What follows belongs to an exercise in optimizing a design on an open flow for small area, a short achievable clock period and few clock cycles; a production flow would make more cautious choices.
At most, simulation tests tie the RTL to the original design; equivalence was not proved.
Function not checked in runs 2 and 3: the RTL went through the layout flow alone.

File: design/flow/config.mk
export PLATFORM = sky130hd
export DESIGN_NAME = gift_shop_part1
export DESIGN_NICKNAME = gift_shop_part1
export VERILOG_FILES = /design/flow/design.v
export SDC_FILE = /design/flow/constraint.sdc
export NUM_CORES = 4
export LEC_CHECK = 0
export CAP_MARGIN = 20
export CORE_MARGIN = 2
export CORE_UTILIZATION = 40
export PLACE_DENSITY = 0.6
export SLEW_MARGIN = 20
File: design/flow/constraint.sdc
create_clock -name core_clock -period 10.0 [get_ports {clk}]
set_input_delay 2.0000 -clock core_clock [delete_from_list [all_inputs] [get_ports {clk}]]
set_output_delay 2.0000 -clock core_clock [all_outputs]
set_load 0.01 [all_outputs]
File: design/flow/design.v
module gift_shop_part1(
    input clk, 
    input rst,
    input [31:0] data_in,   
    input valid_in,         
    output ready,       
    output reg finished,
    output reg [63:0] result
);
    localparam LENGTH = 34; 
    localparam HEX_LENGTH = 40;
    reg [1:0] word_cnt;
    reg [79:0] range_buffer;
    reg range_ready;
    wire [HEX_LENGTH-1:0] range_start_in;
    wire [HEX_LENGTH-1:0] range_end_in;
    assign range_start_in = range_buffer[79:40];
    assign range_end_in = range_buffer[39:0];
    assign ready = !rst;  
    reg stage1_valid;
    reg [HEX_LENGTH-1:0] stage1_range_start;
    reg [HEX_LENGTH-1:0] stage1_range_end;
    reg [31:0] stage1_start_len;
    reg [31:0] stage1_end_len;
    reg stage2_valid;
    reg [HEX_LENGTH-1:0] stage2_range_start;
    reg [HEX_LENGTH-1:0] stage2_range_end;
    reg [31:0] stage2_start_len;
    reg stage3_valid;
    reg [39:0] stage3_high_nibbles_start, stage3_high_nibbles_end;
    reg [39:0] stage3_low_nibbles_start,  stage3_low_nibbles_end;
    reg [31:0] stage3_half_len;
    reg stage4_valid;
    reg [31:0] stage4_half_len;
    reg [319:0] stage4_t_fstart, stage4_t_fend;
    reg [319:0] stage4_t_sstart, stage4_t_send;
    reg stage5_valid;
    reg [31:0] stage5_half_len;
    reg [159:0] stage5_L1_fstart, stage5_L1_fend;
    reg [159:0] stage5_L1_sstart, stage5_L1_send;
    reg stage6_valid;
    reg [31:0] stage6_half_len;
    reg [31:0] stage6_f_start, stage6_f_end;
    reg [31:0] stage6_s_start, stage6_s_end;
    reg stage7_valid;
    reg stage7_range_valid;
    reg [31:0] stage7_half_start;
    reg [31:0] stage7_half_end;
    reg [31:0] stage7_half_len;
    wire [31:0] stage2_half_len_wire;
    reg stage8_valid;
    reg stage8_range_valid;
    reg [31:0] stage8_mul_const;
    reg [31:0] stage8_sum_const;
    reg [31:0] stage8_addition;
    reg [31:0] stage8_half_len;
    wire [31:0] stage7_sub_const;
    reg stage10_valid, stage10_range_valid;
    reg [63:0] stage10_prod_mid;    
    reg [31:0] stage10_addition_q; 
    reg [31:0] stage10_half_len_q;
    reg stage9_valid, stage9_range_valid;
    reg [63:0] stage9_prod_partial;
    reg [31:0] stage9_addition_q;
    reg [31:0] stage9_half_len_q;
    reg [63:0] stage12_factor;
    reg  stage11_valid;
    reg stage11_range_valid;
    reg [63:0] stage11_immediate_sum;
    reg [31:0] stage11_half_len;
    reg stage12_valid, stage12_range_valid;
    reg [63:0] stage12_immediate_sum;
    reg stage13_valid, stage13_range_valid;
    reg [63:0] stage13_prod_partial;
    reg stage14_valid;
    reg stage14_range_valid;
    reg [63:0] stage14_result;
    reg [63:0] sum;
    reg [31:0] ranges_completed;
    function [31:0] length;
        input [HEX_LENGTH-1:0] number;
        begin
            if(number[39:36] != 0) length = 32'd10;
            else if(number[35:32] != 0) length = 32'd9;
            else if(number[31:28] != 0) length = 32'd8;
            else if(number[27:24] != 0) length = 32'd7;
            else if(number[23:20] != 0) length = 32'd6;
            else if(number[19:16] != 0) length = 32'd5;
            else if(number[15:12] != 0) length = 32'd4;
            else if(number[11:8] != 0) length = 32'd3;
            else if(number[7:4] != 0) length = 32'd2;
            else length = 32'd1;
        end
    endfunction
    function [319:0] extract_decimal_stage1; 
        input [39:0] bcd;
        input [31:0] num_digits;
        reg [31:0] t0, t1, t2, t3, t4, t5, t6, t7, t8, t9;
        begin
            t0 = (num_digits >= 1) ? bcd[3:0] : 32'd0;
            t1 = (num_digits >= 2) ? bcd[7:4] * 10 : 32'd0;
            t2 = (num_digits >= 3) ? bcd[11:8] * 100 : 32'd0;
            t3 = (num_digits >= 4) ? bcd[15:12] * 1000 : 32'd0;
            t4 = (num_digits >= 5) ? bcd[19:16] * 10000 : 32'd0;
            t5 = (num_digits >= 6) ? bcd[23:20] * 100000 : 32'd0;
            t6 = (num_digits >= 7) ? bcd[27:24] * 1000000 : 32'd0;
            t7 = (num_digits >= 8) ? bcd[31:28] * 10000000 : 32'd0;
            t8 = (num_digits >= 9) ? bcd[35:32] * 100000000 : 32'd0;
            t9 = (num_digits >= 10) ? bcd[39:36] * 1000000000 : 32'd0;
            extract_decimal_stage1 = {t9, t8, t7, t6, t5, t4, t3, t2, t1, t0};
        end
    endfunction
    function [159:0] extract_decimal_stage2; 
        input [319:0] stage1_output;  
        reg [31:0] t0, t1, t2, t3, t4, t5, t6, t7, t8, t9;
        reg [31:0] sum_L1_0, sum_L1_1, sum_L1_2, sum_L1_3, sum_L1_4;
        begin
            t0 = stage1_output[31:0];
            t1 = stage1_output[63:32];
            t2 = stage1_output[95:64];
            t3 = stage1_output[127:96];
            t4 = stage1_output[159:128];
            t5 = stage1_output[191:160];
            t6 = stage1_output[223:192];
            t7 = stage1_output[255:224];
            t8 = stage1_output[287:256];
            t9 = stage1_output[319:288];
            sum_L1_0 = t0 + t1;
            sum_L1_1 = t2 + t3;
            sum_L1_2 = t4 + t5;
            sum_L1_3 = t6 + t7;
            sum_L1_4 = t8 + t9;
            extract_decimal_stage2 = {sum_L1_4, sum_L1_3, sum_L1_2, sum_L1_1, sum_L1_0};
        end
    endfunction
    function [31:0] extract_decimal_stage3;
        input [159:0] stage2_output; 
        reg [31:0] sum_L1_0, sum_L1_1, sum_L1_2, sum_L1_3, sum_L1_4;
        reg [31:0] sum_L2_0, sum_L2_1, sum_L2_2;
        begin
            sum_L1_0 = stage2_output[31:0];
            sum_L1_1 = stage2_output[63:32];
            sum_L1_2 = stage2_output[95:64];
            sum_L1_3 = stage2_output[127:96];
            sum_L1_4 = stage2_output[159:128];
            sum_L2_0 = sum_L1_0 + sum_L1_1;
            sum_L2_1 = sum_L1_2 + sum_L1_3;
            sum_L2_2 = sum_L1_4;
            extract_decimal_stage3 = sum_L2_0 + sum_L2_1 + sum_L2_2;
        end
    endfunction
    function [63:0] power_ten;
        input [31:0] exp;
        begin
            case(exp)
                0: power_ten = 64'd1;
                1: power_ten = 64'd10;
                2: power_ten = 64'd100;
                3: power_ten = 64'd1000;
                4: power_ten = 64'd10000;
                5: power_ten = 64'd100000;
                default: power_ten = 64'd1;
            endcase
        end
    endfunction
    localparam CHUNK1 = 2'd0;
    localparam CHUNK2 = 2'd1;
    localparam CHUNK3 = 2'd2;
    always @(posedge clk) begin
        if (rst) begin
            word_cnt <= 0;
            range_ready <= 0;
        end else begin
            range_ready <= 0;
            if (valid_in && ready) begin
                case(word_cnt)
                    CHUNK1: begin
                        range_buffer[31:0] <= data_in;
                        word_cnt <= 2'd1;
                    end
                    CHUNK2: begin
                        range_buffer[63:32] <= data_in;
                        word_cnt <= 2'd2;
                    end
                    CHUNK3: begin
                        range_buffer[79:64] <= data_in[15:0];
                        range_ready <= 1;
                        word_cnt <= 2'd0;
                    end
                endcase
            end
        end
    end
    always @(posedge clk) begin
        if (rst) begin
            stage1_valid <= 0;
        end else begin
            if (range_ready) begin
                stage1_valid <= 1;
                stage1_range_start <= range_start_in;
                stage1_range_end <= range_end_in;
                stage1_start_len <= length(range_start_in);
                stage1_end_len <= length(range_end_in);
            end else begin
                stage1_valid <= 0;
            end
        end
    end
    always @(posedge clk) begin
        if (rst) begin
            stage2_valid <= 0;
        end else begin
            if (stage1_valid) begin
                if (stage1_start_len[0] == 1'b1 && stage1_end_len[0] == 1'b1 && 
                    stage1_start_len >= stage1_end_len) begin
                    stage2_range_start <= 40'h0000000002;
                    stage2_range_end <= 40'h0000000001;
                    stage2_start_len <= 32'd2;
                    stage2_valid <= 1;
                end else begin
                    if (stage1_start_len[0] == 1'b1) begin
                        stage2_range_start <= 40'h1 << (stage1_start_len << 2);
                        stage2_start_len <= stage1_start_len + 1;
                    end else begin
                        stage2_range_start <= stage1_range_start;
                        stage2_start_len <= stage1_start_len;
                    end
                    if (stage1_end_len[0] == 1'b1) begin 
                        stage2_range_end <= 40'h9999999999;
                    end else begin
                        stage2_range_end <= stage1_range_end;
                    end
                    stage2_valid <= 1;
                end
            end else begin
                stage2_valid <= 0;
            end
        end
    end
    assign stage2_half_len_wire = stage2_start_len >> 1;
    always @(posedge clk) begin
        if (rst) begin
            stage3_valid <= 0;
        end else begin
            stage3_valid <= stage2_valid;
            if (stage2_valid) begin
                stage3_half_len <= stage2_half_len_wire;
                stage3_high_nibbles_start <= stage2_range_start >> (stage2_half_len_wire << 2);
                stage3_high_nibbles_end <= stage2_range_end >> (stage2_half_len_wire << 2);
                stage3_low_nibbles_start <= stage2_range_start;
                stage3_low_nibbles_end <= stage2_range_end;
            end
        end
    end
    always @(posedge clk) begin
        if (rst) begin
            stage4_valid <= 0;
        end else begin
            stage4_valid <= stage3_valid;
            if (stage3_valid) begin
                stage4_half_len <= stage3_half_len;
                stage4_t_fstart <= extract_decimal_stage1(stage3_high_nibbles_start, stage3_half_len);
                stage4_t_fend <= extract_decimal_stage1(stage3_high_nibbles_end, stage3_half_len);
                stage4_t_sstart <= extract_decimal_stage1(stage3_low_nibbles_start, stage3_half_len);
                stage4_t_send <= extract_decimal_stage1(stage3_low_nibbles_end, stage3_half_len);
            end
        end
    end
    always @(posedge clk) begin
        if (rst) begin
            stage5_valid <= 0;
        end else begin
            stage5_valid <= stage4_valid;
            if (stage4_valid) begin
                stage5_half_len <= stage4_half_len;
                stage5_L1_fstart <= extract_decimal_stage2(stage4_t_fstart);
                stage5_L1_fend <= extract_decimal_stage2(stage4_t_fend);
                stage5_L1_sstart <= extract_decimal_stage2(stage4_t_sstart);
                stage5_L1_send <= extract_decimal_stage2(stage4_t_send);
            end
        end
    end
    always @(posedge clk) begin
        if (rst) begin
            stage6_valid <= 0;
        end else begin
            stage6_valid <= stage5_valid;
            if (stage5_valid) begin
                stage6_half_len <= stage5_half_len;
                stage6_f_start <= extract_decimal_stage3(stage5_L1_fstart);
                stage6_f_end <= extract_decimal_stage3(stage5_L1_fend);
                stage6_s_start <= extract_decimal_stage3(stage5_L1_sstart);
                stage6_s_end <= extract_decimal_stage3(stage5_L1_send);
            end
        end
    end
    always @(posedge clk) begin
        if (rst) begin
            stage7_valid <= 0;
            stage7_range_valid <= 0;
        end else begin
            stage7_valid <= stage6_valid;
            stage7_range_valid <= stage6_valid;
            if (stage6_valid) begin
                stage7_half_len <= stage6_half_len;
                stage7_half_start <= (stage6_s_start > stage6_f_start) ? (stage6_f_start + 1) : stage6_f_start;
                stage7_half_end <= (stage6_s_end < stage6_f_end) ? (stage6_f_end - 1) : stage6_f_end;
            end
        end
    end 
    assign stage7_sub_const = stage7_half_end - stage7_half_start;
    always @(posedge clk) begin
        if (rst) begin
            stage8_valid <= 0;
            stage8_range_valid <= 0;
        end else begin
            stage8_range_valid <= stage7_range_valid;
            if (stage7_valid && (stage7_half_end >= stage7_half_start)) begin
                stage8_sum_const <= stage7_half_start + stage7_half_end;
                stage8_half_len <= stage7_half_len;
                if (stage7_sub_const[0]) begin
                    stage8_addition <= 0;
                    stage8_mul_const <= (stage7_sub_const >> 1) + 1;
                end else begin
                    stage8_addition <= (stage7_half_start + stage7_half_end) >> 1;
                    stage8_mul_const <= stage7_sub_const >> 1;
                end
                stage8_valid <= 1;
            end else begin
                stage8_valid <= 0;
            end
        end
    end
    always @(posedge clk) begin
        if (rst) begin
            stage9_valid <= 0;
            stage9_range_valid <= 0;
        end else begin
            stage9_valid <= stage8_valid;
            stage9_range_valid <= stage8_range_valid;
            if (stage8_valid) begin
                stage9_prod_partial <= stage8_mul_const * stage8_sum_const;
                stage9_addition_q <= stage8_addition;
                stage9_half_len_q <= stage8_half_len;
            end
        end
    end
    always @(posedge clk) begin
        if (rst) begin
            stage10_valid <= 0;
            stage10_range_valid <= 0;
        end else begin
            stage10_valid <= stage9_valid;
            stage10_range_valid <= stage9_range_valid;
            if (stage9_valid) begin
                stage10_prod_mid <= stage9_prod_partial;
                stage10_addition_q <= stage9_addition_q;
                stage10_half_len_q <= stage9_half_len_q;
            end
        end
    end
    always @(posedge clk) begin
        if (rst) begin
            stage11_valid <= 0;
            stage11_range_valid <= 0;
        end else begin
            stage11_valid <= stage10_valid;
            stage11_range_valid <= stage10_range_valid;
            if (stage10_valid) begin
                stage11_immediate_sum <= stage10_prod_mid + stage10_addition_q;
                stage11_half_len <= stage10_half_len_q;
            end
        end
    end
    always @(posedge clk) begin
        if(rst) begin
            stage12_valid <= 0;
            stage12_range_valid <= 0;
        end else begin
            stage12_valid <= stage11_valid;
            stage12_range_valid <= stage11_range_valid;
            stage12_immediate_sum <= stage11_immediate_sum;
            stage12_factor <= power_ten(stage11_half_len) + 1;
        end
    end
    always @(posedge clk) begin
        if (rst) begin
            stage13_valid <= 0;
            stage13_range_valid <= 0;
        end else begin
            stage13_valid <= stage12_valid;
            stage13_range_valid <= stage12_range_valid;
            if (stage12_valid) begin
                stage13_prod_partial <= stage12_immediate_sum * stage12_factor;
            end
        end
    end
    always @(posedge clk) begin
        if (rst) begin
            stage14_valid <= 0;
            stage14_range_valid <= 0;
        end else begin
            stage14_valid <= stage13_valid;
            stage14_range_valid <= stage13_range_valid;
            if (stage13_valid) begin
                stage14_result <= stage13_prod_partial;
            end
        end
    end
    always @(posedge clk) begin
        if (rst) begin
            sum <= 0;
            finished <= 0;
            result <= 0;
            ranges_completed <= 0;
        end else begin
            if (stage14_valid) begin
                sum <= sum + stage14_result;
            end
            if (stage14_range_valid) begin
                ranges_completed <= ranges_completed + 1;
            end
            if (ranges_completed == LENGTH - 1 && stage14_range_valid && !finished) begin
                finished <= 1;
                result <= sum + (stage14_valid ? stage14_result : 64'd0);
            end
        end
    end
endmodule
File: design/flow/run.sh
#!/bin/bash
# synth_recipe.tcl (not shown) runs the flow's synth.tcl, then flattens the netlist and writes it again
# the make line also repeats each setting of config.mk as NAME=value (left out here)
make -C /OpenROAD-flow-scripts/flow DESIGN_CONFIG=/design/flow/config.mk WORK_HOME=/design/flow/orfs CLKGATE_MAP_FILE= SYNTH_SCRIPT=/design/flow/synth_recipe.tcl finish
==> flow_summary_export.csv, run 1 <==
group,metric,value,unit
final_layout,post-route-cell-area,212000,um^2
clock_network,cts-hold-fix-buffers,0,
setup_path,worst_setup_path_start_kind,"register",
global_routing,grt_pass1_vias,129000,
die,die_area,492000,um^2
clock_network,clock_tree.buffer_depth,4,
placed_design,port_buffers,100,
logic_synthesis,post_synth_fa_ha_maj_area_fraction,33.2,%
global_routing,grt_max_degree,162,
setup_path,timing.reg2reg.worst_path_depth,30,
logic_synthesis,synth_cells,18100,
clock_network,cts_setup_buffers,0,
timing,unrepaired_setup_endpoints_after_global_routing,"no",
die,die_width,701,um
detailed_routing,drt-vias-per-instance,5.02,
logic_synthesis,postSynthAreaPerCell,10.7,um^2
min_path,hold_class,"reg2reg",
final_layout,final.fill_count,45700,
detailed_routing,detailed_routing_iteration_count_for_the_pre_antenna_repair_pass,7,
timing,fin_skew,0.0979,ns
logic_synthesis,postSynth.topFlopCell,"sky130_fd_sc_hd__edfxtp_1",
clock_network,cts.clk_slew.worst_paths,0.06,ns
timing,worst-slew-pin-transition,1.15,ns
logic_synthesis,post_synth_edffs,2107,
logic_synthesis,synth_compound_area_share,7.91,%
final_layout,mostFrequentLayoutCell,"sky130_fd_sc_hd__inv_1",
clock_network,clock-sinks,2292,
detailed_routing,antenna_violating_nets_post_route,0,
clock_network,cts_root_buf,"sky130_fd_sc_hd__clkbuf_16",
clock_network,cts_htree_levels,5,
flow_run,maxCapViolations,0,
global_routing,grt_overflow_total,0,
global_routing,groute.usage.overall,18.3,%
timing,final.setup.worst_slack,0.512,ns
logic_synthesis,synth_warnings,1,
logic_synthesis,synthTopCellsByArea,"sky130_fd_sc_hd__edfxtp_1 33%, sky130_fd_sc_hd__fa_1 19%, sky130_fd_sc_hd__ha_1 14%, sky130_fd_sc_hd__inv_1 4.9%, sky130_fd_sc_hd__and2_1 3.9%",
timing,finalHoldViolations,0,
logic_synthesis,synthDominantAreaCellType,"sky130_fd_sc_hd__edfxtp_1",
final_layout,p_r_area_growth_vs_syn,8.87,%
logic_synthesis,mapped_area,195000,um^2
logic_synthesis,yosysUniqueCellTypes,111,
global_routing,grt_pass1_wl,717,mm
final_layout,most-common-layout-cells,"2,555 x sky130_fd_sc_hd__inv_1, 2,174 x sky130_fd_sc_hd__ha_1, 2,107 x sky130_fd_sc_hd__edfxtp_1, 1,870 x sky130_fd_sc_hd__fa_1, 1,508 x sky130_fd_sc_hd__nand2_1",
timing,final.period_utilization,94.9,%
clock_network,clk-insertion-delay-late,0.97,ns
placed_design,place_congestion,0.881,
die,chipHeight,701,um
timing,finalSetupViolations,0,
final_layout,finalNetCount,22200,
detailed_routing,detail_route.iter0.violations,6766,
run_status,status,"timing/DRC/antenna clean",
logic_synthesis,yosys.area_share.simple,12.9,%
detailed_routing,route.detailed.wl_per_inst,18.2,um
setup_path,delay_of_the_slowest_cell_on_the_worst_path,0.92,ns
die,io_pins,101,
logic_synthesis,number_of_synthesized_register_bits,2292,
min_path,hold_path_depth,0,
timing,worst_slew_margin_rel,23.4,%
timing,final_max_slew_viol_count,0,
timing,maxClockFrequency,0.105,GHz
logic_synthesis,synth_top_family_by_area,"adder cells",
clock_network,tritoncts.num_buffers,270,
logic_synthesis,synth_largest_type_area_fraction,32.5,%
final_layout,drive_gt1_share,4.09,%
timing,hold-worst-slack,0.399,ns
placed_design,place_worst_setup_slack,0.512,ns
timing,shortest_clock_period_the_worst_path_allows_after_layout,9.49,ns
detailed_routing,total_number_of_vias,124000,
setup_path,ff2ff_setup_slack,0.51,ns
detailed_routing,remaining_drc_errors,0,
global_routing,grt_antenna_before_repair,22,
setup_path,timing.critical_path.required,10.60,ns
setup_path,crit_path_top_delay_cell,"sky130_fd_sc_hd__edfxtp_1",
logic_synthesis,post_synth_mux_area_share,0.655,%
setup_path,path_max_fanout,21,
die,fp-row-count,256,
clock_network,cts_tree,"yes",
detailed_routing,postRouteWirelength,449,mm
logic_synthesis,ys_async_sr_fraction,0,%
die,core_footprint,485000,um^2
placed_design,detailed_place_hpwl,357,mm
final_layout,final_util,43.7,%
die,initial_core_util,40.1,%
clock_network,post_cts_resize_count,0,
setup_path,criticalPathCategory,"reg2reg",
setup_path,critical-path-top-cell-by-count,"sky130_fd_sc_hd__fa_1",
setup_path,worst_ep_arrival_time,10.09,ns
placed_design,dpl_cell_area,203000,um^2
setup_path,worst_setup_path_end_kind,"register",
logic_synthesis,synthXorXnorAreaFrac,4.77,%
logic_synthesis,yosysSeqAreaShare,34.4,%
==> flip-flops by register name, indices dropped and copies added, names as in the netlist, 64 cells and up <==
register               cells
stage5_L1_sstart          87
stage5_L1_send            87
stage13_prod_partial      64
stage14_result            64
stage5_L1_fend            87
stage4_t_fstart          141
stage5_L1_fstart          87
stage12_immediate_sum     64
result                    64
stage4_t_send            141
stage4_t_sstart          141
stage4_t_fend            141
stage9_prod_partial       64
sum                       64
stage10_prod_mid          64
stage11_immediate_sum     64
range_buffer              80
==> critical path: cells and delay by family (launching register included) <==
kind | cells | cell delay [ns]
buffers and inverters | 6 | 0.57
XOR/XNOR | 1 | 0.17
AND/OR/NAND/NOR | 2 | 0.49
flip-flops | 1 | 0.92
AO/OA/AOI/OAI | 10 | 2.30
adder cells (fa/ha/maj) | 11 | 4.75
==> cells by family after synthesis <==
| family | Yosys count |
|---|---|
| AND/OR/NAND/NOR | 5067 |
| XOR/XNOR | 1057 |
| buffers and inverters | 3155 |
| adder cells (fa/ha/maj) | 4044 |
| multiplexers | 123 |
| flip-flops | 2292 |
| other | 1 |
| AO/OA/AOI/OAI | 2394 |
==> layer usage <==
layer  GRT usage, %  vias up  share of wire, %
li1               -    60200                 -
met1           23.7    61000                44
met2           31.7     2292                48
met3           1.97      666               4.0
met4           6.60        6               3.9
met5              0        -            0.0089
==> Yosys cell counts, drive strengths merged, types with 83 or more instances <==
| master | count |
|---|---|
| xnor2 | 746 |
| a21o | 364 |
| nor3 | 196 |
| edfxtp | 2107 |
| inv | 2555 |
| a211oi | 83 |
| nand2b | 110 |
| a31oi | 87 |
| nand4 | 85 |
| ha | 2174 |
| o21ai | 425 |
| nor2 | 995 |
| nand2 | 1508 |
| xor2 | 311 |
| clkbuf | 559 |
| dfxtp | 185 |
| fa | 1870 |
| o21a | 99 |
| mux2i | 107 |
| a21oi | 800 |
| nor2b | 338 |
| and3 | 106 |
| and2 | 1229 |
| o21bai | 142 |
| nand3 | 216 |
==> path summary, 6_finish.rpt <==
kind | start | to
max reg2reg | stage12_factor[2] | stage13_prod_partial[58]
min | stage5_L1_sstart[0] | stage6_s_start[0]
min reg2reg | stage5_L1_sstart[0] | stage6_s_start[0]
max | stage12_factor[2] | stage13_prod_partial[58]
==> stage by stage <==
| stage | cells | TNS [ns] |
|---|---|---|
| floorplan | 18100 | -778.37 |
| global placement | 24300 | 0 |
| detailed placement | 24300 | 0 |
| CTS | 24700 | 0 |
| global route | 24700 | 0 |
| finish | 24700 | 0 |
==> area by class of cell <==
type	count	area [um^2]	area share, %
clock inverters	156	1670	0.790
well taps	6450	8070	3.81
inverters	2559	9610	4.54
multi-input cells	12700	116000	54.7
clock buffers	325	7130	3.37
diodes	10	25.0	0.0118
repair buffers	270	2360	1.12
flip-flops and latches	2292	67000	31.6
Testbench counts, summed over its fixed seeds: cycles 7,488.
==> run 2: changes to the inputs <==
==> design/flow/design.v (replaced) <==
module gift_shop_part1(
    input clk,
    input rst,
    input [31:0] data_in,
    input valid_in,
    output ready,
    output reg finished,
    output [63:0] result
);
    assign ready = !rst;
    reg [1:0]  wc;
    reg [31:0] r0;       
    reg [31:0] r1;       
    reg [15:0] r2;       
    reg eph, sph;        
    reg m1, m2, m3;      
    reg [16:0] b_r;
    reg [2:0]  k_r;
    reg [37:0] z;
    reg [53:0] acc;
    reg [5:0]  rcnt;
    assign result = {10'd0, acc};
    function [16:0] pow10;
        input [2:0] e;
        case (e)
            3'd0: pow10 = 17'd1;
            3'd1: pow10 = 17'd10;
            3'd2: pow10 = 17'd100;
            3'd3: pow10 = 17'd1000;
            3'd4: pow10 = 17'd10000;
            default: pow10 = 17'd100000;
        endcase
    endfunction
    wire [39:0] un = eph ? {r1[7:0], r0} : {r2, r1[31:8]};
    reg  [3:0]  nd;
    integer i;
    always @* begin
        nd = 4'd1;
        for (i = 1; i < 10; i = i + 1)
            if (un[4*i +: 4] != 4'd0) nd = i + 1;
    end
    wire [2:0]  ku = eph ? nd[3:1] : k_r;
    wire [39:0] ush = un >> {ku, 2'b00};
    reg  [19:0] hmask;
    always @* begin
        case (ku)
            3'd1: hmask = 20'h0000f;
            3'd2: hmask = 20'h000ff;
            3'd3: hmask = 20'h00fff;
            3'd4: hmask = 20'h0ffff;
            3'd5: hmask = 20'hfffff;
            default: hmask = 20'h00000;
        endcase
    end
    wire [19:0] hh = ush[19:0] & hmask;
    wire [19:0] ll = un[19:0] & hmask;
    wire lt = ll < hh;
    wire gt = ll > hh;
    wire [16:0] hb = hh[3:0] + hh[7:4] * 4'd10 + hh[11:8] * 7'd100
                   + hh[15:12] * 10'd1000 + hh[19:16] * 14'd10000;
    wire [16:0] b_e = nd[0] ? pow10(nd[3:1]) - 17'd1 : hb - lt;
    wire [16:0] a_s = (nd == {k_r, 1'b0}) ? hb + gt : pow10(k_r - 3'd1);
    wire zero_s = (k_r == 3'd0) || (nd > {k_r, 1'b0});
    wire [17:0] u = a_s + b_r;
    wire [16:0] v = b_r + 17'd1 - a_s;
    wire [17:0] p_s = u[0] ? u : {1'b0, u[17:1]};
    wire [16:0] q_s = zero_s ? 17'd0 : (u[0] ? {1'b0, v[16:1]} : v);
    wire [16:0] mx = m3 ? z[33:17] : z[16:0];
    wire [17:0] my = m1 ? z[34:17] : {1'b0, pow10(z[37:35])};
    wire [34:0] pr = mx * my;
    always @(posedge clk) begin
        if (rst) begin
            wc <= 2'd0;
            eph <= 1'b0;
            sph <= 1'b0;
            m1 <= 1'b0;
            m2 <= 1'b0;
            m3 <= 1'b0;
            acc <= 54'd0;
            rcnt <= 6'd0;
            finished <= 1'b0;
        end else begin
            eph <= valid_in && wc == 2'd1;
            sph <= valid_in && wc == 2'd2;
            m1 <= sph;
            m2 <= m1;
            m3 <= m2;
            if (valid_in) wc <= (wc == 2'd2) ? 2'd0 : wc + 2'd1;
            if ((m1 || m2 || m3) && !finished)
                acc <= acc + (m3 ? {2'b0, pr, 17'd0} : {19'd0, pr});
            if (m3) rcnt <= rcnt + 6'd1;
            if (m3 && rcnt == 6'd33) finished <= 1'b1;
        end
        if (valid_in && wc == 2'd0) r0 <= data_in;
        if (valid_in && wc == 2'd1) r1 <= data_in;
        if (valid_in && wc == 2'd2) r2 <= data_in[15:0];
        if (eph) begin
            b_r <= b_e;
            k_r <= nd[3:1];
        end
        if (sph) z <= {k_r, p_s, q_s};
        if (m1) z[34:0] <= {2'b0, pr[32:0]};
    end
endmodule
==> flow_summary_export.csv, run 2 <==
group,metric,value,unit
run_status,status,"timing/DRC/antenna clean",
timing,fin_skew,0.0365,ns
timing,finalSetupViolations,0,
logic_synthesis,ys_async_sr_fraction,0,%
setup_path,worst_setup_path_start_kind,"register",
clock_network,cts.clk_slew.worst_paths,0.06,ns
final_layout,top_register,"acc",
placed_design,place_inst,4382,
die,chipHeight,271,um
global_routing,groute.usage.overall,23.7,%
final_layout,antenna-diode-count,0,
clock_network,cts-hold-fix-buffers,0,
timing,final.period_utilization,95.5,%
timing,worst_slew_margin_rel,45.0,%
final_layout,layoutNonFillerInstCount,4441,
timing,worst-slew-pin-transition,0.819,ns
logic_synthesis,mapped_area,28500,um^2
logic_synthesis,synth_largest_type_area_fraction,18.7,%
timing,shortest_clock_period_the_worst_path_allows_after_layout,9.55,ns
placed_design,port_buffers,90,
setup_path,worst_ep_arrival_time,9.86,ns
final_layout,finalNetCount,4091,
placed_design,dpl_cell_area,31000,um^2
logic_synthesis,yosysSeqAreaShare,19.2,%
die,die_area,73300,um^2
logic_synthesis,synth.cells.most_frequent,"497 x sky130_fd_sc_hd__nand2_1, 414 x sky130_fd_sc_hd__inv_1, 308 x sky130_fd_sc_hd__ha_1",
logic_synthesis,synthDominantAreaCellType,"sky130_fd_sc_hd__fa_1",
die,core_footprint,70300,um^2
logic_synthesis,synth_cells,3365,
detailed_routing,remaining_drc_errors,0,
die,io_pins,101,
detailed_routing,postRouteWirelength,87.9,mm
final_layout,biggestRegsByFlops,"acc (54), z (38)",
setup_path,ff2ff_setup_slack,0.45,ns
clock_network,clock_tree.buffer_depth,3,
detailed_routing,detail_route.iter0.violations,1883,
logic_synthesis,postSynthAreaPerCell,8.46,um^2
logic_synthesis,yosysUniqueCellTypes,90,
final_layout,post-route-cell-area,32200,um^2
final_layout,drive_gt1_share,8.51,%
setup_path,criticalPathCategory,"reg2reg",
setup_path,timing.reg2reg.worst_path_depth,35,
timing,final_max_slew_viol_count,0,
min_path,hold_class,"reg2reg",
logic_synthesis,yosysMostFrequentCell,"sky130_fd_sc_hd__nand2_1",
logic_synthesis,post_synth_edffs,133,
final_layout,mostFrequentLayoutCell,"sky130_fd_sc_hd__nand2_1",
placed_design,place_worst_setup_slack,-0.0378,ns
detailed_routing,drt-vias-per-instance,5.44,
setup_path,critical-path-top-delay-family,"adder cells",
placed_design,detailed_place_hpwl,71.7,mm
detailed_routing,antenna_violating_nets_post_route,0,
setup_path,delay_of_the_slowest_cell_on_the_worst_path,0.55,ns
final_layout,p_r_area_growth_vs_syn,13.1,%
setup_path,worst-path-buf-inv,5,
logic_synthesis,number_of_synthesized_register_bits,206,
timing,finalHoldViolations,0,
global_routing,grt_antenna_before_repair,0,
setup_path,worst_setup_path_end_kind,"register",
clock_network,clock-sinks,206,
clock_network,clk-insertion-delay-late,0.57,ns
logic_synthesis,synth_warnings,1,
die,initial_core_util,40.5,%
detailed_routing,total_number_of_vias,24200,
die,fp-row-count,97,
global_routing,grt_pass1_vias,23700,
final_layout,largest_register_ffs,54,
global_routing,grt_max_degree,60,
clock_network,cts_tree,"yes",
min_path,holdCritStartpoint,"acc[2]",
global_routing,grt_pass1_wl,137,mm
min_path,holdPathEnd,"acc[2]",
timing,maxClockFrequency,0.105,GHz
setup_path,critical-path-top-cell-by-count,"sky130_fd_sc_hd__fa_1",
setup_path,path_max_fanout,11,
placed_design,place_congestion,0.940,
setup_path,crit-reg2reg-capture,"z[15]",
clock_network,cts_htree_levels,1,
logic_synthesis,synthTopCellsByArea,"sky130_fd_sc_hd__fa_1 19%, sky130_fd_sc_hd__edfxtp_1 14%, sky130_fd_sc_hd__ha_1 14%, sky130_fd_sc_hd__nand2_1 6.6%, sky130_fd_sc_hd__inv_1 5.5%",
setup_path,crit_path_top_delay_cell,"sky130_fd_sc_hd__or4_4",
timing,final.setup.worst_slack,0.451,ns
detailed_routing,route.detailed.wl_per_inst,19.8,um
setup_path,r2r-start,"r1[25]",
final_layout,most-common-layout-cells,"497 x sky130_fd_sc_hd__nand2_1, 414 x sky130_fd_sc_hd__inv_1, 303 x sky130_fd_sc_hd__ha_1, 266 x sky130_fd_sc_hd__fa_1, 263 x sky130_fd_sc_hd__nor2_1",
detailed_routing,detailed_routing_iteration_count_for_the_pre_antenna_repair_pass,6,
logic_synthesis,postSynth.topFlopCell,"sky130_fd_sc_hd__edfxtp_1",
global_routing,grt_overflow_total,0,
min_path,hold_path_depth,2,
clock_network,cts_root_buf,"sky130_fd_sc_hd__clkbuf_16",
die,die_width,271,um
setup_path,timing.critical_path.required,10.31,ns
clock_network,tritoncts.num_buffers,25,
flow_run,maxCapViolations,0,
final_layout,final_util,45.8,%
-- run 2: worst max-delay path by stage --
stage / from / to / slack, ns / depth (start not counted)
global placement: r1[25] / z[15] / 0.11 / 38
floorplan: eph / z[15] / 0.18 / 40
CTS: r1[25] / z[15] / 0.08 / 40
detailed placement: r1[25] / z[15] / -0.04 / 38
global route: r1[13] / z[15] / -0.04 / 36
finish: r1[25] / z[15] / 0.45 / 35
-- run 2: cell type report --
class / count / area (um^2)
fillers: 6942 / 38100
multi-input cells: 2603 / 21100
flip-flops and latches: 206 / 5470
repair buffers: 229 / 1970
inverters: 417 / 1570
well taps: 940 / 1180
clock buffers: 33 / 717
clock inverters: 13 / 159
-- run 2: stage by stage --
step | setup TNS [ns] | hold WS, ns
3_5_place_dp | -0.0378 | 0.473
6_report | 0 | 0.477
3_3_place_gp | 0 | 0.463
5_1_grt | -0.0777 | 0.506
4_1_cts | 0 | 0.482
2_1_floorplan | 0 | 0.406
-- run 2: timing repair --
item / CTS / global route
setup buffers: 0 / 13
setup endpoints to repair: 1 / 25
resized for setup: 1 / 58
pin swaps: 0 / 14
-- run 2: per-layer routing --
metal	global-route usage (%)	routed length (um)	vias to the layer above
li1	-	-	11600
met1	32.1	38400	11700
met2	40.0	42100	706
met3	1.94	4270	139
met4	7.57	3140	0
met5	0	0	-
-- run 2: logic make-up after synthesis --
logic type / after synthesis / share of synthesized area, %
fa+ha+maj: 574 / 32.2
mux: 95 / 3.57
compound gates: 662 / 15.1
simple gates: 1113 / 17.7
xor+xnor: 149 / 4.58
other cells: 1 / 0.0132
flops: 206 / 19.2
buf+inv: 565 / 7.64
-- run 2: tightest hold or removal path, stage by stage, from the launching register on --
cell	delay (ns)
sky130_fd_sc_hd__dfxtp_1	0.32
sky130_fd_sc_hd__nand2_1	0.06
sky130_fd_sc_hd__a21oi_1	0.05
==> run 3: changes to the inputs <==
==> design/flow/design.v (replaced) <==
module gift_shop_part1(
    input clk,
    input rst,
    input [31:0] data_in,
    input valid_in,
    output ready,
    output reg finished,
    output [63:0] result
);
    assign ready = !rst;
    reg [1:0]  wc;
    reg [31:0] r0;       
    reg [31:0] r1;       
    reg [15:0] r2;       
    reg eph, sph, s2, m1, m2, m3, m4;
    reg [16:0] b_r;      
    reg [16:0] c_r;      
    reg [2:0]  k_r;
    reg        zero_r;
    reg [37:0] z;        
    reg [34:0] pp;       
    reg [53:0] acc;
    reg [5:0]  rcnt;
    assign result = {10'd0, acc};
    function [16:0] pow10;
        input [2:0] e;
        case (e)
            3'd0: pow10 = 17'd1;
            3'd1: pow10 = 17'd10;
            3'd2: pow10 = 17'd100;
            3'd3: pow10 = 17'd1000;
            3'd4: pow10 = 17'd10000;
            default: pow10 = 17'd100000;
        endcase
    endfunction
    function [16:0] nines;
        input [2:0] e;
        case (e)
            3'd1: nines = 17'd9;
            3'd2: nines = 17'd99;
            3'd3: nines = 17'd999;
            3'd4: nines = 17'd9999;
            3'd5: nines = 17'd99999;
            default: nines = 17'd0;
        endcase
    endfunction
    wire [39:0] un = eph ? {r1[7:0], r0} : {r2, r1[31:8]};
    reg  [3:0]  nd;
    integer i;
    always @* begin
        nd = 4'd1;
        for (i = 1; i < 10; i = i + 1)
            if (un[4*i +: 4] != 4'd0) nd = i + 1;
    end
    wire [2:0] ku = eph ? nd[3:1] : k_r;
    reg  [19:0] hh, ll;
    always @* begin
        case (ku)
            3'd1: begin hh = {16'd0, un[7:4]};    ll = {16'd0, un[3:0]};  end
            3'd2: begin hh = {12'd0, un[15:8]};   ll = {12'd0, un[7:0]};  end
            3'd3: begin hh = {8'd0,  un[23:12]};  ll = {8'd0,  un[11:0]}; end
            3'd4: begin hh = {4'd0,  un[31:16]};  ll = {4'd0,  un[15:0]}; end
            3'd5: begin hh = un[39:20];           ll = un[19:0];          end
            default: begin hh = 20'd0; ll = 20'd0; end
        endcase
    end
    wire lt = ll < hh;
    wire gt = ll > hh;
    wire f  = eph ? lt : !gt;
    wire [16:0] hconv = hh[3:0] + hh[7:4] * 4'd10 + hh[11:8] * 7'd100
                      + hh[15:12] * 10'd1000 + hh[19:16] * 14'd10000 - f;
    wire [3:0] k2 = {k_r, 1'b0};
    wire use_alt = eph ? nd[0] : (nd != k2);
    wire [16:0] alt = nines(eph ? nd[3:1] : k_r - 3'd1);
    wire [16:0] ures = use_alt ? alt : hconv;
    wire zero_s = (k_r == 3'd0) || (nd > k2);
    wire [17:0] u = b_r + c_r + 18'd1;
    wire [16:0] v = b_r - c_r;
    wire [17:0] p_s = u[0] ? u : {1'b0, u[17:1]};
    wire [16:0] q_s = zero_r ? 17'd0 : (u[0] ? {1'b0, v[16:1]} : v);
    wire [16:0] mx = m1 ? z[16:0] : m2 ? pp[16:0] : z[33:17];
    wire [17:0] my = m1 ? z[34:17] : {1'b0, pow10(z[37:35])};
    wire [34:0] pr = mx * my;
    always @(posedge clk) begin
        if (rst) begin
            wc <= 2'd0;
            eph <= 1'b0;
            sph <= 1'b0;
            s2 <= 1'b0;
            m1 <= 1'b0;
            m2 <= 1'b0;
            m3 <= 1'b0;
            m4 <= 1'b0;
            acc <= 54'd0;
            rcnt <= 6'd0;
            finished <= 1'b0;
        end else begin
            eph <= valid_in && wc == 2'd1;
            sph <= valid_in && wc == 2'd2;
            s2 <= sph;
            m1 <= s2;
            m2 <= m1;
            m3 <= m2;
            m4 <= m3;
            if (valid_in) wc <= (wc == 2'd2) ? 2'd0 : wc + 2'd1;
            if ((m2 || m3 || m4) && !finished)
                acc <= acc + (m4 ? {2'b0, pp, 17'd0} : {19'd0, pp});
            if (m4) rcnt <= rcnt + 6'd1;
            if (m4 && rcnt == 6'd33) finished <= 1'b1;
        end
        if (valid_in && wc == 2'd0) r0 <= data_in;
        if (valid_in && wc == 2'd1) r1 <= data_in;
        if (valid_in && wc == 2'd2) r2 <= data_in[15:0];
        if (eph) begin
            b_r <= ures;
            k_r <= nd[3:1];
        end
        if (sph) begin
            c_r <= ures;
            zero_r <= zero_s;
        end
        if (s2) z <= {k_r, p_s, q_s};
        if (m2) z[33:17] <= {1'b0, pp[32:17]};
        pp <= pr;
    end
endmodule
==> flow_summary_export.csv, run 3 <==
group,metric,value,unit
setup_path,criticalPathCategory,"reg2reg",
die,fp-row-count,97,
timing,hold-worst-slack,0.457,ns
die,die_area,73000,um^2
timing,final.period_utilization,87.5,%
logic_synthesis,yosysMostFrequentCell,"sky130_fd_sc_hd__inv_1",
die,io_pins,101,
final_layout,biggestRegsByFlops,"acc (54), z (38), pp (35)",
final_layout,final.fill_count,7014,
clock_network,clock-sinks,261,
detailed_routing,drt-vias-per-instance,5.26,
logic_synthesis,synth_cells,3147,
final_layout,antenna-diode-count,0,
timing,tns,0,ns
final_layout,final_util,44.6,%
final_layout,layoutNonFillerInstCount,4149,
clock_network,cts_setup_buffers,0,
final_layout,most-common-layout-cells,"415 x sky130_fd_sc_hd__inv_1, 409 x sky130_fd_sc_hd__nand2_1, 304 x sky130_fd_sc_hd__ha_1, 269 x sky130_fd_sc_hd__fa_1, 232 x sky130_fd_sc_hd__nor2_1",
logic_synthesis,synthDominantAreaCellType,"sky130_fd_sc_hd__fa_1",
timing,unrepaired_setup_endpoints_after_global_routing,"no",
detailed_routing,route.detailed.wl_per_inst,19.0,um
detailed_routing,detail_route.iter0.violations,1525,
placed_design,dpl_cell_area,30200,um^2
timing,worst-slew-pin-transition,1.10,ns
placed_design,port_buffers,90,
logic_synthesis,number_of_synthesized_register_bits,261,
clock_network,cts-hold-fix-buffers,0,
global_routing,groute.usage.overall,21.7,%
die,die_width,270,um
setup_path,path_depth,27,
timing,shortest_clock_period_the_worst_path_allows_after_layout,8.75,ns
final_layout,p_r_area_growth_vs_syn,10.2,%
final_layout,register_area,6750,um^2
run_status,status,"timing/DRC/antenna clean",
final_layout,largest_register_ffs,54,
setup_path,setup.worst_path.start,"r2[4]",
die,core_footprint,70100,um^2
timing,finalHoldViolations,0,
detailed_routing,postRouteWirelength,78.7,mm
placed_design,detailed_place_hpwl,62.7,mm
clock_network,cts_htree_levels,1,
global_routing,grt_antenna_before_repair,0,
die,initial_core_util,40.4,%
final_layout,multiInputGateArea,19600,um^2
setup_path,delay_of_the_slowest_cell_on_the_worst_path,0.79,ns
setup_path,path_max_fanout,19,
setup_path,ff2ff_setup_slack,1.25,ns
detailed_routing,detailed_routing_iteration_count_for_the_pre_antenna_repair_pass,5,
final_layout,drive_gt1_share,5.33,%
clock_network,tritoncts.num_buffers,29,
min_path,hold_class,"reg2reg",
logic_synthesis,mapped_area,28400,um^2
logic_synthesis,postSynth.topFlopCell,"sky130_fd_sc_hd__edfxtp_1",
placed_design,place_inst,4095,
clock_network,post_cts_resize_count,0,
placed_design,place_congestion,0.922,
timing,final_max_slew_viol_count,0,
logic_synthesis,synth_warnings,1,
global_routing,grt_overflow_total,0,
logic_synthesis,synth.cells.most_frequent,"415 x sky130_fd_sc_hd__inv_1, 409 x sky130_fd_sc_hd__nand2_1, 304 x sky130_fd_sc_hd__ha_1",
setup_path,worst-path-buf-inv,3,
setup_path,crit_end,"b_r[16]",
setup_path,worst_setup_path_end_kind,"register",
timing,maxClockFrequency,0.114,GHz
global_routing,grt_max_degree,70,
setup_path,worst_ep_arrival_time,9.03,ns
setup_path,crit_path_top_delay_cell,"sky130_fd_sc_hd__a22oi_2",
detailed_routing,remaining_drc_errors,0,
logic_synthesis,postSynthAreaPerCell,9.01,um^2
clock_network,cts_root_buf,"sky130_fd_sc_hd__clkbuf_16",
clock_network,clk-insertion-delay-late,0.58,ns
clock_network,cts.clk_slew.worst_paths,0.06,ns
detailed_routing,total_number_of_vias,21800,
timing,worst_slew_margin_rel,26.4,%
setup_path,timing.critical_path.required,10.28,ns
timing,finalSetupViolations,0,
final_layout,mostFrequentLayoutCell,"sky130_fd_sc_hd__inv_1",
setup_path,critical-path-top-cell-by-count,"sky130_fd_sc_hd__ha_1",
final_layout,finalNetCount,3794,
die,chipHeight,270,um
logic_synthesis,ys_async_sr_fraction,0,%
clock_network,cts_tree,"yes",
logic_synthesis,yosysSeqAreaShare,23.8,%
clock_network,clock_tree.buffer_depth,3,
timing,fin_skew,0.0199,ns
global_routing,grt_pass1_vias,22200,
setup_path,timing.reg2reg.worst_path_depth,27,
logic_synthesis,synthTopCellsByArea,"sky130_fd_sc_hd__fa_1 19%, sky130_fd_sc_hd__edfxtp_1 16%, sky130_fd_sc_hd__ha_1 13%, sky130_fd_sc_hd__dfxtp_1 7.7%, sky130_fd_sc_hd__inv_1 5.5%",
setup_path,crit-reg2reg-capture,"b_r[16]",
setup_path,critical-path-top-delay-family,"compound AO/OA/AOI/OAI gates",
detailed_routing,antenna_violating_nets_post_route,0,
logic_synthesis,post_synth_edffs,152,
final_layout,top_register,"acc",
setup_path,worst_setup_path_start_kind,"register",
flow_run,maxCapViolations,0,
global_routing,grt_pass1_wl,126,mm
final_layout,post-route-cell-area,31300,um^2
setup_path,r2r-start,"r2[4]",
logic_synthesis,synth_largest_type_area_fraction,19.0,%
logic_synthesis,yosysUniqueCellTypes,84,
[run 3: stage by stage]
stage / worst slack, ns
after global routing: 0.605
after floorplan: 1.83
final: 1.25
after detailed placement: 1.30
after global placement: 1.43
after CTS: 1.27
[run 3: layout make-up]
cell class / instances / area share [%]
multi-input cells: 2353 / 62.7
inverters: 417 / 5.01
well taps: 940 / 3.76
repair buffers: 124 / 3.68
flip-flops and latches: 261 / 21.6
clock inverters: 16 / 0.653
clock buffers: 38 / 2.63
[run 3: worst register-to-register path, cell delays in order, from the launching register on]
cell,delay [ns]
sky130_fd_sc_hd__edfxtp_1,0.39
sky130_fd_sc_hd__or4_1,0.60
sky130_fd_sc_hd__o31ai_1,0.56
sky130_fd_sc_hd__o21ai_1,0.21
sky130_fd_sc_hd__a22oi_2,0.79
sky130_fd_sc_hd__nor2_1,0.11
sky130_fd_sc_hd__a211oi_2,0.56
sky130_fd_sc_hd__inv_1,0.17
sky130_fd_sc_hd__fa_1,0.55
sky130_fd_sc_hd__fa_1,0.56
sky130_fd_sc_hd__inv_1,0.04
sky130_fd_sc_hd__ha_1,0.32
sky130_fd_sc_hd__nor2b_1,0.14
sky130_fd_sc_hd__o21ai_0,0.15
sky130_fd_sc_hd__nand2b_1,0.10
sky130_fd_sc_hd__xnor2_1,0.13
sky130_fd_sc_hd__ha_1,0.30
sky130_fd_sc_hd__fa_1,0.54
sky130_fd_sc_hd__inv_1,0.04
sky130_fd_sc_hd__ha_1,0.29
sky130_fd_sc_hd__ha_1,0.36
sky130_fd_sc_hd__and3_1,0.18
sky130_fd_sc_hd__a2111oi_0,0.63
sky130_fd_sc_hd__o21bai_1,0.11
sky130_fd_sc_hd__a21oi_1,0.22
sky130_fd_sc_hd__o21ai_0,0.14
sky130_fd_sc_hd__xnor2_1,0.16
sky130_fd_sc_hd__o21ai_0,0.10
[run 3: worst min-delay path by stage]
stage                start     to  slack, ns  cells after the start
detailed placement      m3     m4       0.45                      1
floorplan           k_r[1]  z[36]       0.43                      0
global placement        m3     m4       0.45                      1
finish                  m3     m4       0.46                      1
global route            m3     m4       0.47                      1
CTS                     m3     m4       0.46                      1
[run 3: routing by layer]
metal  wire [um]  up-vias  part of all wire, %  global-route usage (%)
met3        3480      120                  4.4                    2.42
li1            -    10600                    -                       -
met4        2400        0                  3.0                    5.96
met2       37500      529                   48                    36.8
met5           0        -                    0                       0
met1       35300    10600                   45                    29.3
[run 3: cells by family after synthesis]
| kind of cell | Yosys count | share of synthesized area (%) |
|---|---|---|
| and+or+nand+nor | 960 | 15.4 |
| AOI/OAI and AO/OA | 575 | 12.7 |
| adders and majority gates | 573 | 32.4 |
| buffers and inverters | 542 | 7.35 |
| DFF | 261 | 23.8 |
| xor gates and xnor gates | 125 | 3.86 |
| muxes | 110 | 4.43 |
| other | 1 | 0.0132 |

-- static timing again, ports no longer ideal --
Ports are ideal in the flow. The routed layouts listed here were re-timed in OpenROAD.
Step 1 assumes that a clkbuf_16 drives the clock port and a buf_2 every other input.
Step 2 also shifts input and output timing later by t, the mid clock arrival at the registers, as if the neighbouring blocks saw the same clock.
a / b / c = ideal / step 1 / step 2; a / b = the first two.
run | shift t [ns] | slack for setup (ns) | hold WS [ns]
run 1 | 1.022 | 0.512 / 0.512 / 0.512 | 0.399 / 0.399 / 0.399
run 2 | 0.615 | 0.451 / 0.451 / 0.451 | 0.477 / 0.477 / 0.477
run 3 | 0.627 | 1.250 / 1.250 / 1.250 | 0.457 / 0.457 / 0.457
After both steps every run listed still meets setup and hold.
